Source: an optimization exercise on an open RTL-to-GDS flow (aim: small area, a short achievable clock period and few clock cycles per item). Production flows keep margins and buffers that such runs may drop. Function was not checked in any run shown here: the RTL went through the layout flow alone. Power figures rest on the tool's default switching activity, not on a simulated workload.

## flow/design.v

```verilog
`timescale 1ns / 1ps
module simon2share(clk, data_ina, data_inb, data_rdy, cipher_out, Done, Trig);
input clk;
input data_ina, data_inb;
input [1:0] data_rdy;
output [127:0] cipher_out;
output reg Done, Trig;
reg [7:0] counter;     
reg [6:0] ptcnt;       
wire idle  = (data_rdy == 2'd0);
wire ld_pt = (data_rdy == 2'd1);
wire ld_k  = (data_rdy == 2'd2);
wire run   = (data_rdy == 2'd3);
wire ph    = counter[0];
always @(posedge clk) begin
	if (idle)
		counter <= 8'd0;
	else if (run)
		counter <= counter + 8'd1;
end
always @(posedge clk) begin
	if (ld_k)
		ptcnt <= 7'd0;
	else if (ld_pt)
		ptcnt <= ptcnt + 7'd1;
end
always @(posedge clk) begin
	Trig <= (counter == 8'd1);
	Done <= run && (counter == 8'd135);
end
reg [7:0] oe;
always @(posedge clk) begin
	oe[0] <= run && (counter == 8'd135);
	oe[1] <= run && (counter[0:0] == 1'd1) && (counter[7:1] == 7'd67);
	oe[2] <= run && (counter[1:0] == 2'd3) && (counter[7:2] == 6'd33);
	oe[3] <= run && (counter[2:0] == 3'd7) && (counter[7:3] == 5'd16);
	oe[4] <= run && (counter[3:0] == 4'd7) && (counter[7:4] == 4'd8);
	oe[5] <= run && (counter[4:0] == 5'd7) && (counter[7:5] == 3'd4);
	oe[6] <= run && (counter[5:0] == 6'd7) && (counter[7:6] == 2'd2);
	oe[7] <= run && (counter[6:0] == 7'd7) && (counter[7:7] == 1'd1);
end
reg [63:0] Xa, Ya, Xb, Yb;
wire [63:0] Xa1 = {Xa[62:0], Xa[63]};
wire [63:0] Xa2 = {Xa[61:0], Xa[63:62]};
wire [63:0] Xa8 = {Xa[55:0], Xa[63:56]};
wire [63:0] Xb1 = {Xb[62:0], Xb[63]};
wire [63:0] Xb2 = {Xb[61:0], Xb[63:62]};
wire [63:0] Xb8 = {Xb[55:0], Xb[63:56]};
wire [63:0] Ya1 = {Ya[62:0], Ya[63]};
wire [63:0] Ya8 = {Ya[55:0], Ya[63:56]};
wire [63:0] Yb1 = {Yb[62:0], Yb[63]};
wire [63:0] Yb8 = {Yb[55:0], Yb[63:56]};
wire [63:0] KYa, KYb;
wire [63:0] sa1 = Ya ^ Xa2 ^ (Xa1 & Xa8);
wire [63:0] sb1 = Yb ^ Xb2 ^ (Xb1 & Xb8);
wire [63:0] sa2 = Xa ^ KYa ^ (Ya1 & Yb8);
wire [63:0] sb2 = Xb ^ KYb ^ (Yb1 & Ya8);
wire y_load = ld_pt && (ptcnt[6] == 1'b0 || ptcnt[5:0] == 6'd0);
always @(posedge clk) begin
	if (run) begin
		if (ph == 1'b0) begin
			Xa <= sa1;
			Xb <= sb1;
		end
		else begin
			Xa <= sa2;
			Xb <= sb2;
		end
	end
	else if (ld_pt) begin
		Xa <= {data_ina, Xa[63:1]};
		Xb <= {data_inb, Xb[63:1]};
	end
	if ((run && ph == 1'b0) || y_load) begin
		Ya <= Xa;
		Yb <= Xb;
	end
end
reg [63:0] KXa, KXb;
reg [63:0] KYa_r, KYb_r;
assign KYa = KYa_r;
assign KYb = KYb_r;
wire [0:127] Z = {68'b10101111011100000011010010011000101000010001111110010110110011101011, 60'd0};
wire [63:0] c = 64'hfffffffffffffffc;
always @(posedge clk) begin
	if (ld_k) begin
		{KXa, KYa_r} <= {data_ina, KXa, KYa_r[63:1]};
		{KXb, KYb_r} <= {data_inb, KXb, KYb_r[63:1]};
	end
	else if (run && ph == 1'b1) begin
		KXa <= c ^ Z[counter[7:1]] ^ KYa_r ^ {KXa[2:0], KXa[63:3]} ^ {KXa[3:0], KXa[63:4]};
		KYa_r <= KXa;
		KXb <= KYb_r ^ {KXb[2:0], KXb[63:3]} ^ {KXb[3:0], KXb[63:4]};
		KYb_r <= KXb;
	end
end
wire [127:0] xy_a = {Xa, Ya};
wire [127:0] xy_b = {Xb, Yb};
wire [127:0] gate = {{16{oe[7]}}, {16{oe[6]}}, {16{oe[5]}}, {16{oe[4]}},
                     {16{oe[3]}}, {16{oe[2]}}, {16{oe[1]}}, {16{oe[0]}}};
assign cipher_out = (xy_a & gate) ^ (xy_b & gate);
endmodule
```

## flow/constraint.sdc

```tcl
create_clock -name core_clock -period 4.2 [get_ports {clk}]
set_input_delay 0.8400 -clock core_clock [delete_from_list [all_inputs] [get_ports {clk}]]
set_output_delay 0.8400 -clock core_clock [all_outputs]
set_load 0.01 [all_outputs]
```

## flow/standard.sh

```bash
#!/bin/bash
# synth_recipe.tcl (not shown) runs the flow's synth.tcl, then flattens the netlist and writes it again
# the make line also repeats each setting of config.mk as NAME=value (left out here)
make -C /OpenROAD-flow-scripts/flow DESIGN_CONFIG=/design/flow/config.mk WORK_HOME=/design/flow/orfs CLKGATE_MAP_FILE= SYNTH_SCRIPT=/design/flow/synth_recipe.tcl "${@:-finish}"
```

## flow/config.mk

```make
export PLATFORM = sky130hd
export DESIGN_NAME = simon2share
export DESIGN_NICKNAME = simon2share
export VERILOG_FILES = /design/flow/design.v
export SDC_FILE = /design/flow/constraint.sdc
export NUM_CORES = 4
export LEC_CHECK = 0
export CAP_MARGIN = 20
export CORE_MARGIN = 2
export CORE_UTILIZATION = 45
export CTS_CLUSTER_DIAMETER = 80
export CTS_CLUSTER_SIZE = 24
export PLACE_DENSITY = 0.47
export SETUP_SLACK_MARGIN = 1.9
export SLEW_MARGIN = 20
```

## flow/flow/run.sh

```bash
#!/bin/bash
# Standard ORFS layout (the standard.sh, standard synthesis unchanged) with two changes:
#  - port buffers are plain buf_4 cells instead of the delay cells buffer_ports picks by default;
#  - timing repair after CTS may change a cell's footprint (so it can resize those buffers).
# The make output goes to standard.log; each ORFS step keeps its own log under orfs/logs.
set -uo pipefail
bash standard.sh \
  MATCH_CELL_FOOTPRINT=0 \
  "BUFFER_PORTS_ARGS=-buffer_cell sky130_fd_sc_hd__buf_4" \
  finish > standard.log 2>&1
```

==> out/results.txt, run 1 <==
Count of cells along the worst hold path = 1
Xor/xnor share of the synthesized area = 0.244
Placeable core area = 0.0704 mm2
Clk Tree Root Cell = sky130_fd_sc_hd__clkbuf_16
Required time reported for the critical path endpoint = 3.36 ns
Cell count of the worst reg-to-reg path = 7
Layout cells sized above 1 = 0.178
Vias in the first global route = 23,000
Result of the run = complete, no violations
Final count of negative-setup-slack endpoints = 0
Most crowded layer after global routing = met2
Overflow after GRT = 0
Effective utilization at floorplan = 0.457
CTS hold repair buffers = 0
GRT Resource Usage Total = 0.274
Average instance area after synthesis = 9.58 um2
CTS Buf Count = 37
Worst reg-to-reg setup slack = 2.02 ns
Number of antenna violations at the first check in global routing = 1
Syn Std Cell Area = 0.0321 mm2
Y dimension of the die = 271 um
Die boundary width = 271 um
Type of the most critical hold path = reg -> reg
Max Freq = 0.397 GHz
Reported leakage power = 14.7 nW
Remaining antenna violation count after routing = 0
Clock Power Share = 0.213
Number of nets in the layout = 3,625
Post-Syn Instances = 3,354
Io pins = 135
Biggest area consumer among synthesized cells = sky130_fd_sc_hd__edfxtp_1
Total number of placement rows = 97
Layout overhead on the synthesized area = 18.4%
Slew at the pin closest to its max-slew limit = 0.920 ns
Relative slew slack = 0.387
RD Place Congestion = 0.883
Setup repair after global routing missed its margin = yes
Detailed-route vias per instance = 5.23
CTS tree = built
Post-Route WL = 102,000 um
Total negative setup slack = 0 ns
Post-synthesis net count = 3,371
M1 GR Usage = 0.392
Min Clock Period, post-route = 2.52 ns
Sequential element share of the synthesized area = 0.493
Startpoint class of the critical path = flip-flop
Vias = 23,900
Final clock period utilization by the worst path = 0.599
Clock skew = 0.0261 ns
Net switching fraction of the power = 0.361
Top cells by area, synth = sky130_fd_sc_hd__edfxtp_1 (48%), sky130_fd_sc_hd__xnor2_1 (16%), sky130_fd_sc_hd__nand2_1 (11%), sky130_fd_sc_hd__xor2_1 (8.7%), sky130_fd_sc_hd__o21ai_0 (5.1%)
Worst-skew pair later-pin latency = 0.59 ns
Routed WL per cell = 22.3 um
Post-synthesis async set-or-reset flop share = 0
Clk pin slew, worst setup/hold paths = 0.09 ns
Deepest clock path buffer count = 3
Maximum level of the CTS H-tree = 2
Adder-Cell Fraction of Synth Area = 0.00467
End-of-flow core utilization = 0.541
Critical path endpoint category = output pin
Worst min-delay path endpoint = ptcnt[1]$_SDFFE_PP0P_
Maximum number of pins on one net before global-route repair = 134
Power dissipated by switching net loads = 6.74 mW
Internal power component = 12.0 mW
Largest vdd supply drop = 0.345 mV
Register bit total from synthesis = 536
R2r endpoint = KXa[0]$_DFFE_PP_
Sink Count = 536
Simple-gate portion of the synthesized area = 0.155
Portion of synthesized cell area occupied by the leading cell type = 0.478
Area of the die = 0.0736 mm2
Detailed-route DRC error count = 0
Power Density = 491 mW/mm2
Critical path peak fanout = 2
Startpoint of the lowest-slack hold path = ptcnt[1]$_SDFFE_PP0P_
Count of yosys warnings during synthesis = 1
Final Hold Viols = 0
Post-synth EDFFs = 512
Data arrival at the endpoint of the critical path = 1.68 ns
Number of search-and-repair iterations in the first detailed-routing pass = 5
Number of design-rule violations left by the first detailed-router iteration = 2,259
Number of distinct library cell variants in the gate-level netlist after synthesis = 48
Compound-gate portion of the synthesized area = 0.0677
R2R Path Start = counter[2]$_SDFFE_PN0P_
Half-perimeter wire length after detailed placement = 65,000 um
Portion of total power attributed to sequential cells = 0.451
Global routing met3 resource utilization = 0.0402
Max-slew violation count = 0
Classification of the worst setup path = reg -> out
Global-route wire length before repair = 152,000 um
Proportion of synthesized area in mux cells = 0.00164
Worst Hold Slack = 0.547 ns
Main combinational cell family by area after synthesis = XOR/XNOR gates
Reported max-cap violation count = 0
GR met2 Demand/Resource = 0.434
Count of port buffers added during placement = 134
Most common flop cell mapped by yosys = sky130_fd_sc_hd__edfxtp_1
Part of the power in combinational logic = 0.337
-- metrics by stage --
| step | instance area [um2] | power (mW) | setup slack, ns | instances |
|---|---|---|---|---|
| detailed placement | 33700 | 14.1 | 1.47 | 4196 |
| CTS | 37400 | 18.6 | 1.69 | 4518 |
| finish | 38100 | 18.7 | 1.68 | 4575 |
| global route | 38100 | 19.7 | 1.64 | 4574 |
| floorplan | 32200 | 12.5 | 0.355 | 3354 |
| global placement | 33700 | 14.0 | 1.48 | 4196 |
-- power groups by stage --
| stage | Clock (mW) | Sequential (mW) | Combinational, mW |
|---|---|---|---|
| CTS | 4.07 | 8.41 | 6.16 |
| detailed placement | 0 | 9.08 | 4.98 |
| finish | 3.97 | 8.42 | 6.29 |
| floorplan | 0 | 8.06 | 4.45 |
| global route | 4.22 | 8.54 | 6.95 |
| global placement | 0 | 9.07 | 4.93 |
-- logic make-up after synthesis --
group | Yosys count
AO/OA/AOI/OAI | 418
multiplexers | 5
adder cells (fa/ha/maj) | 12
flip-flops | 536
AND/OR/NAND/NOR | 1218
XOR/XNOR | 896
buffers and inverters | 269
-- cell usage in the layout (no fill, tap or decap), drive strengths merged, types with 12 or more instances in the layout --
cell,n
nor2,75
o21ai,328
clkbuf,40
xor2,321
and2,129
dfxtp,24
inv,24
ha,12
nand2,984
xnor2,575
a21oi,67
buf,474
edfxtp,512
-- critical path, stage by stage, from the launching register on --
cell,delay (ns)
sky130_fd_sc_hd__edfxtp_1,0.51
sky130_fd_sc_hd__xor2_2,0.29
sky130_fd_sc_hd__and2_4,0.19
sky130_fd_sc_hd__buf_6,0.10
-- registers in the layout, indices dropped and copies added (netlist names), 64 cells and up --
signal,count
KXa,64
KXb,64
KYa_r,64
KYb_r,64
Xa,64
Xb,64
Ya,64
Yb,64
-- cell usage after synthesis (all sizes together) (12+ instances only) --
master / n
ha: 12
edfxtp: 512
nor2: 75
o21ai: 328
xor2: 321
and2: 129
buf: 38
dfxtp: 24
nand2: 984
clkbuf: 222
xnor2: 575
a21oi: 67
-- area by class of cell --
type	count	area (um2)
Inverter	9	38.8
Multi-Input combinational cell	2550	15700
Sequential cell	536	15900
Tap cell	940	1180
Clock buffer	40	947
Antenna cell	1	2.50
Timing Repair Buffer	474	4080
Fill cell	6533	32300
Clock inverter	25	250
-- layer usage --
layer	share of wire	wire length [um]	vias up
li1	-	-	11400
met1	0.45	45800	11700
met2	0.46	46600	792
met3	0.068	6960	139
met4	0.028	2840	2
met5	0.00012	12	-
-- how the worst max path moves through the flow --
stage                               start                 end  cells past startpoint
after floorplan               data_rdy[1]     Ya[0]$_DFFE_PP_                      5
after global placement        data_rdy[1]    KXb[7]$_DFFE_PP_                      3
after detailed placement      data_rdy[1]  KYb_r[7]$_DFFE_PP_                      3
after CTS                 Xb[9]$_DFFE_PP_      cipher_out[73]                      3
after global routing      Xb[9]$_DFFE_PP_      cipher_out[73]                      3
final                     Xb[9]$_DFFE_PP_      cipher_out[73]                      3
-- what timing repair did --
item                       4_1_cts  5_1_grt
pin swaps                       78       48
resized for setup              126       63
setup buffers                  257       55
setup endpoints to repair      130      242
gates cloned                     0        1
==> inputs of run 2 (changes only) <==
--- a/flow/design.v
+++ b/flow/design.v
@@ -56,25 +56,16 @@
 wire [63:0] sa2 = Xa ^ KYa ^ (Ya1 & Yb8);
 wire [63:0] sb2 = Xb ^ KYb ^ (Yb1 & Ya8);
 wire y_load = ld_pt && (ptcnt[6] == 1'b0 || ptcnt[5:0] == 6'd0);
+wire selA = run && (ph == 1'b0);
+wire selB = run && (ph == 1'b1);
+wire selS = ld_pt;
+wire selH = !(run || ld_pt);
+wire y_hold = !selA && !y_load;
 always @(posedge clk) begin
-	if (run) begin
-		if (ph == 1'b0) begin
-			Xa <= sa1;
-			Xb <= sb1;
-		end
-		else begin
-			Xa <= sa2;
-			Xb <= sb2;
-		end
-	end
-	else if (ld_pt) begin
-		Xa <= {data_ina, Xa[63:1]};
-		Xb <= {data_inb, Xb[63:1]};
-	end
-	if ((run && ph == 1'b0) || y_load) begin
-		Ya <= Xa;
-		Yb <= Xb;
-	end
+	Xa <= ({64{selA}} & sa1) | ({64{selB}} & sa2) | ({64{selS}} & {data_ina, Xa[63:1]}) | ({64{selH}} & Xa);
+	Xb <= ({64{selA}} & sb1) | ({64{selB}} & sb2) | ({64{selS}} & {data_inb, Xb[63:1]}) | ({64{selH}} & Xb);
+	Ya <= ({64{selA}} & Xa) | ({64{y_load}} & Xa) | ({64{y_hold}} & Ya);
+	Yb <= ({64{selA}} & Xb) | ({64{y_load}} & Xb) | ({64{y_hold}} & Yb);
 end
 reg [63:0] KXa, KXb;
 reg [63:0] KYa_r, KYb_r;
==> flow/run.sh (new file) <==
#!/bin/bash
# synth_recipe.tcl (not shown) runs the flow's synth.tcl, then flattens the netlist and writes it again
# the make line also repeats each setting of config.mk as NAME=value (left out here)
make -C /OpenROAD-flow-scripts/flow DESIGN_CONFIG=/design/flow/config.mk WORK_HOME=/design/flow/orfs CLKGATE_MAP_FILE= SYNTH_SCRIPT=/design/flow/synth_recipe.tcl finish
--- a/flow/config.mk
+++ b/flow/config.mk
@@ -7,9 +7,9 @@
 export LEC_CHECK = 0
 export CAP_MARGIN = 20
 export CORE_MARGIN = 2
-export CORE_UTILIZATION = 45
+export CORE_UTILIZATION = 65
 export CTS_CLUSTER_DIAMETER = 80
 export CTS_CLUSTER_SIZE = 24
-export PLACE_DENSITY = 0.47
+export PLACE_DENSITY = 0.72
 export SETUP_SLACK_MARGIN = 1.9
 export SLEW_MARGIN = 20
removed: flow/flow/run.sh
removed: flow/standard.sh
==> out/results.txt, run 2 <==
Result of the run = complete, no violations (unchanged)
Reported max-cap violation count = 0 (unchanged)
Part of the power in combinational logic = 0.525 (was 0.337)
CTS tree = built (unchanged)
Min Clock Period, post-route = 2.32 ns (was 2.52 ns)
Number of design-rule violations left by the first detailed-router iteration = 3,716 (was 2,259)
CTS Buf Count = 35 (was 37)
Detailed-route DRC error count = 0 (unchanged)
Count leader, synth = sky130_fd_sc_hd__nand2_1 (unchanged)
Max Freq = 0.431 GHz (was 0.397 GHz)
Average instance area after synthesis = 9.14 um2 (was 9.58 um2)
Setup repair after global routing missed its margin = yes (unchanged)
Type of the most critical hold path = reg -> reg (unchanged)
Area post-placement = 0.0334 mm2 (was 0.0337 mm2)
Detailed-route vias per instance = 6.30 (was 5.23)
Commonest cells after routing, fill and taps aside = sky130_fd_sc_hd__nand2_1 (729), sky130_fd_sc_hd__xnor2_1 (576), sky130_fd_sc_hd__a21oi_1 (319) (was sky130_fd_sc_hd__nand2_1 (980), sky130_fd_sc_hd__xnor2_1 (575), sky130_fd_sc_hd__edfxtp_1 (512))
Required time reported for the critical path endpoint = 3.36 ns (about the same)
Die boundary width = 227 um (was 271 um)
Placeable core area = 0.0490 mm2 (was 0.0704 mm2)
Power dissipated by switching net loads = 12.6 mW (was 6.74 mW)
Register bit total from synthesis = 536 (unchanged)
Effective utilization at floorplan = 0.660 (was 0.457)
CTS hold repair buffers = 0 (unchanged)
Portion of synthesized cell area occupied by the leading cell type = 0.238 (was 0.478)
Commonest cells in the synthesized netlist = sky130_fd_sc_hd__nand2_1 (731), sky130_fd_sc_hd__xnor2_1 (576), sky130_fd_sc_hd__a21oi_1 (319), sky130_fd_sc_hd__dfxtp_1 (280), sky130_fd_sc_hd__edfxtp_1 (256) (was sky130_fd_sc_hd__nand2_1 (984), sky130_fd_sc_hd__xnor2_1 (575), sky130_fd_sc_hd__edfxtp_1 (512), sky130_fd_sc_hd__o21ai_0 (327), sky130_fd_sc_hd__xor2_1 (321))
Top cells by area, synth = sky130_fd_sc_hd__edfxtp_1 (24%), sky130_fd_sc_hd__dfxtp_1 (17%), sky130_fd_sc_hd__xnor2_1 (16%), sky130_fd_sc_hd__nand2_1 (8.5%), sky130_fd_sc_hd__mux2_4 (5.6%) (was sky130_fd_sc_hd__edfxtp_1 (48%), sky130_fd_sc_hd__xnor2_1 (16%), sky130_fd_sc_hd__nand2_1 (11%), sky130_fd_sc_hd__xor2_1 (8.7%), sky130_fd_sc_hd__o21ai_0 (5.1%))
Sequential element share of the synthesized area = 0.411 (was 0.493)
Sink Count = 536 (unchanged)
Total negative setup slack = 0 ns (unchanged)
Slowest Stage Delay on Critical Path = 0.31 ns (was 0.51 ns)
Total Power = 30.2 mW (was 18.7 mW)
Final clock period utilization by the worst path = 0.552 (was 0.599)
Syn Std Cell Area = 0.0323 mm2 (was 0.0321 mm2)
Io pins = 135 (unchanged)
Portion of total power attributed to sequential cells = 0.343 (was 0.451)
Y dimension of the die = 227 um (was 271 um)
Final Hold Viols = 0 (unchanged)
Remaining antenna violation count after routing = 0 (unchanged)
Pre-CTS setup slack = 0.649 ns (was 1.47 ns)
Max-slew violation count = 0 (unchanged)
Number of distinct library cell variants in the gate-level netlist after synthesis = 50 (was 48)
Final count of negative-setup-slack endpoints = 0 (unchanged)
Most common flop cell mapped by yosys = sky130_fd_sc_hd__dfxtp_1 (was sky130_fd_sc_hd__edfxtp_1)
Non-filler instance count after layout = 4,383 (was 4,575)
Total number of placement rows = 81 (was 97)
Clk pin slew, worst setup/hold paths = 0.09 ns (about the same)
RD Place Congestion = 0.919 (was 0.883)
Global-route wire length before repair = 157,000 um (was 152,000 um)
Power Density = 793 mW/mm2 (was 491 mW/mm2)
Clock Power Share = 0.132 (was 0.213)
Number of search-and-repair iterations in the first detailed-routing pass = 6 (was 5)
Routed WL per cell = 24.1 um (was 22.3 um)
Critical path peak fanout = 2 (unchanged)
Critical Path Slowest Stage Cell = sky130_fd_sc_hd__dfxtp_1 (was sky130_fd_sc_hd__edfxtp_1)
Maximum level of the CTS H-tree = 2 (unchanged)
Deepest clock path buffer count = 3 (unchanged)
Largest vdd supply drop = 0.390 mV (was 0.345 mV)
Clock skew = 0.0261 ns (about the same)
Half-perimeter wire length after detailed placement = 60,700 um (was 65,000 um)
Post-Syn Instances = 3,535 (was 3,354)
Placed Cells incl. Taps = 4,052 (was 4,196)
Vias = 27,600 (was 23,900)
Worst-skew pair later-pin latency = 0.60 ns (was 0.59 ns)
Count of yosys warnings during synthesis = 1 (unchanged)
Smallest setup slack after layout = 1.88 ns (was 1.68 ns)
Number of antenna violations at the first check in global routing = 2 (was 1)
Classification of the worst setup path = reg -> out (unchanged)
Layout overhead on the synthesized area = 17.8% (was 18.4%)
Final std cell area, no fill = 0.0381 mm2 (about the same)
Clk Tree Root Cell = sky130_fd_sc_hd__clkbuf_16 (unchanged)
Commonest non-fill, non-tap cell in the layout = sky130_fd_sc_hd__nand2_1 (unchanged)
Count of port buffers added during placement = 134 (unchanged)
Slew at the pin closest to its max-slew limit = 0.993 ns (was 0.920 ns)
Vias in the first global route = 26,000 (was 23,000)
Layout cells sized above 1 = 0.266 (was 0.178)
Data arrival at the endpoint of the critical path = 1.48 ns (was 1.68 ns)
Number of nets in the layout = 3,709 (was 3,625)
Biggest area consumer among synthesized cells = sky130_fd_sc_hd__edfxtp_1 (unchanged)
Post-synth EDFFs = 256 (was 512)
Reported leakage power = 15.7 nW (was 14.7 nW)
Post-Route WL = 105,000 um (was 102,000 um)
Post-synthesis async set-or-reset flop share = 0 (unchanged)
Internal power component = 17.6 mW (was 12.0 mW)
Net switching fraction of the power = 0.416 (was 0.361)
Worst Hold Slack = 0.522 ns (was 0.547 ns)
Relative slew slack = 0.338 (was 0.387)
Area of the die = 0.0515 mm2 (was 0.0736 mm2)
End-of-flow core utilization = 0.778 (was 0.541)
Post-synthesis net count = 3,552 (was 3,371)
Overflow after GRT = 0 (unchanged)
Maximum number of pins on one net before global-route repair = 147 (was 134)
Series of cell instances along the critical path = buf_6, xor2_1, and2_1, buf_2 (was xor2_2, and2_4, buf_6)
GRT Resource Usage Total = 0.401 (was 0.274)
Critical path endpoint category = output pin (unchanged)
Startpoint class of the critical path = flip-flop (unchanged)
==> run 2: cell count changes after synthesis, sizes merged, moves of 20 or more <==
cell	before	now
buf	38	59
o211a	0	126
mux2	2	130
a21oi	67	319
dfxtp	24	280
xor2	321	194
o22ai	1	127
o21ai	328	83
nor2	75	203
nand2	984	732
clkbuf	222	242
edfxtp	512	256
==> run 2: power groups by stage <==
| stage | Combinational, mW | Clock, mW | Sequential (mW) |
|---|---|---|---|
| 3_5_place_dp | 9.97 | 0 | 11.4 |
| 4_1_cts | 15.0 | 3.96 | 10.1 |
| 3_3_place_gp | 9.68 | 0 | 11.4 |
| 6_report | 15.8 | 3.99 | 10.4 |
| 5_1_grt | 16.7 | 4.15 | 10.5 |
| 2_1_floorplan | 10.0 | 0 | 8.57 |
==> run 2: path summary, 6_finish.rpt <==
kind                                              start               endpoint  slack [ns]  cells past startpoint
worst max-delay path                     Xa[58]$_DFF_P_        cipher_out[122]        1.88                      4
worst min-delay path              ptcnt[0]$_SDFFE_PP0N_  ptcnt[0]$_SDFFE_PP0N_        0.52                      2
worst max register to register  counter[1]$_SDFFE_PN0P_       KXa[0]$_DFFE_PP_        2.01                      6
worst min register to register    ptcnt[0]$_SDFFE_PP0N_  ptcnt[0]$_SDFFE_PP0N_        0.52                      2
==> run 2: layout make-up <==
type	instances	area [um2]
Sequential cell	536	14300
Clock buffer	42	997
Timing Repair Buffer	421	3190
Inverter	12	55.1
Fill cell	3255	10900
Clock inverter	21	249
Antenna cell	1	2.50
Tap cell	664	831
Multi-Input combinational cell	2686	18500
==> run 2: cells by family (layout without fill, tap and decap cells) <==
group,count (synthesis),after routing,synth area share
buffers and inverters,313,496,0.0440
AND/OR/NAND/NOR,1098,1098,0.140
other,0,1,0
adder cells (fa/ha/maj),12,12,0.00465
flip-flops,536,536,0.411
XOR/XNOR,770,770,0.209
multiplexers,131,131,0.0596
AO/OA/AOI/OAI,675,675,0.131
==> run 2: repair_timing <==
item / CTS / global route
cloned: 1 / 2
buffers inserted: 261 / 3
setup endpoints to repair: 831 / 328
gates resized for setup: 1132 / 50
pin swaps: 53 / 58
==> run 2: worst max-delay path: cells and delay by family (launching register included) <==
kind / cells / cell delay (ns)
DFF: 1 / 0.31
buffers and inverters: 2 / 0.25
xor gates and xnor gates: 1 / 0.18
and+or+nand+nor: 1 / 0.16
==> run 2: per-layer routing <==
layer	GRT usage	vias to the layer above	wire, um	share of wire
li1	-	12100	-	-
met1	0.543	13200	40500	0.38
met2	0.622	1875	46800	0.44
met3	0.0771	468	11800	0.11
met4	0.187	2	6380	0.061
met5	0	-	11	0.00010

port drivers added, routing unchanged:
How much do the figures lean on ideal ports? The routed layouts below were timed once more, with nothing changed but the port constraints. Step 1 assumes that a clkbuf_16 drives the clock port and a buf_2 every other input. Step 2 also shifts input and output timing later by t, the mid clock arrival at the registers, as if the neighbouring blocks saw the same clock. a / b / c = ideal / step 1 / step 2; a / b = the first two.
| run | t (ns) | setup WS [ns] | worst slew at a driven data input, ns |
|---|---|---|---|
| run 1 | 0.649 | 1.684 / 1.618 / 1.485 | 0.06 |
| run 2 | 0.657 | 1.882 / 1.819 / 1.294 | 0.03 |
After both steps setup and hold are still met in every run listed. For run 2, which loses most, drivers alone change the setup slack by -0.063 ns; drivers and shift together by -0.588 ns.
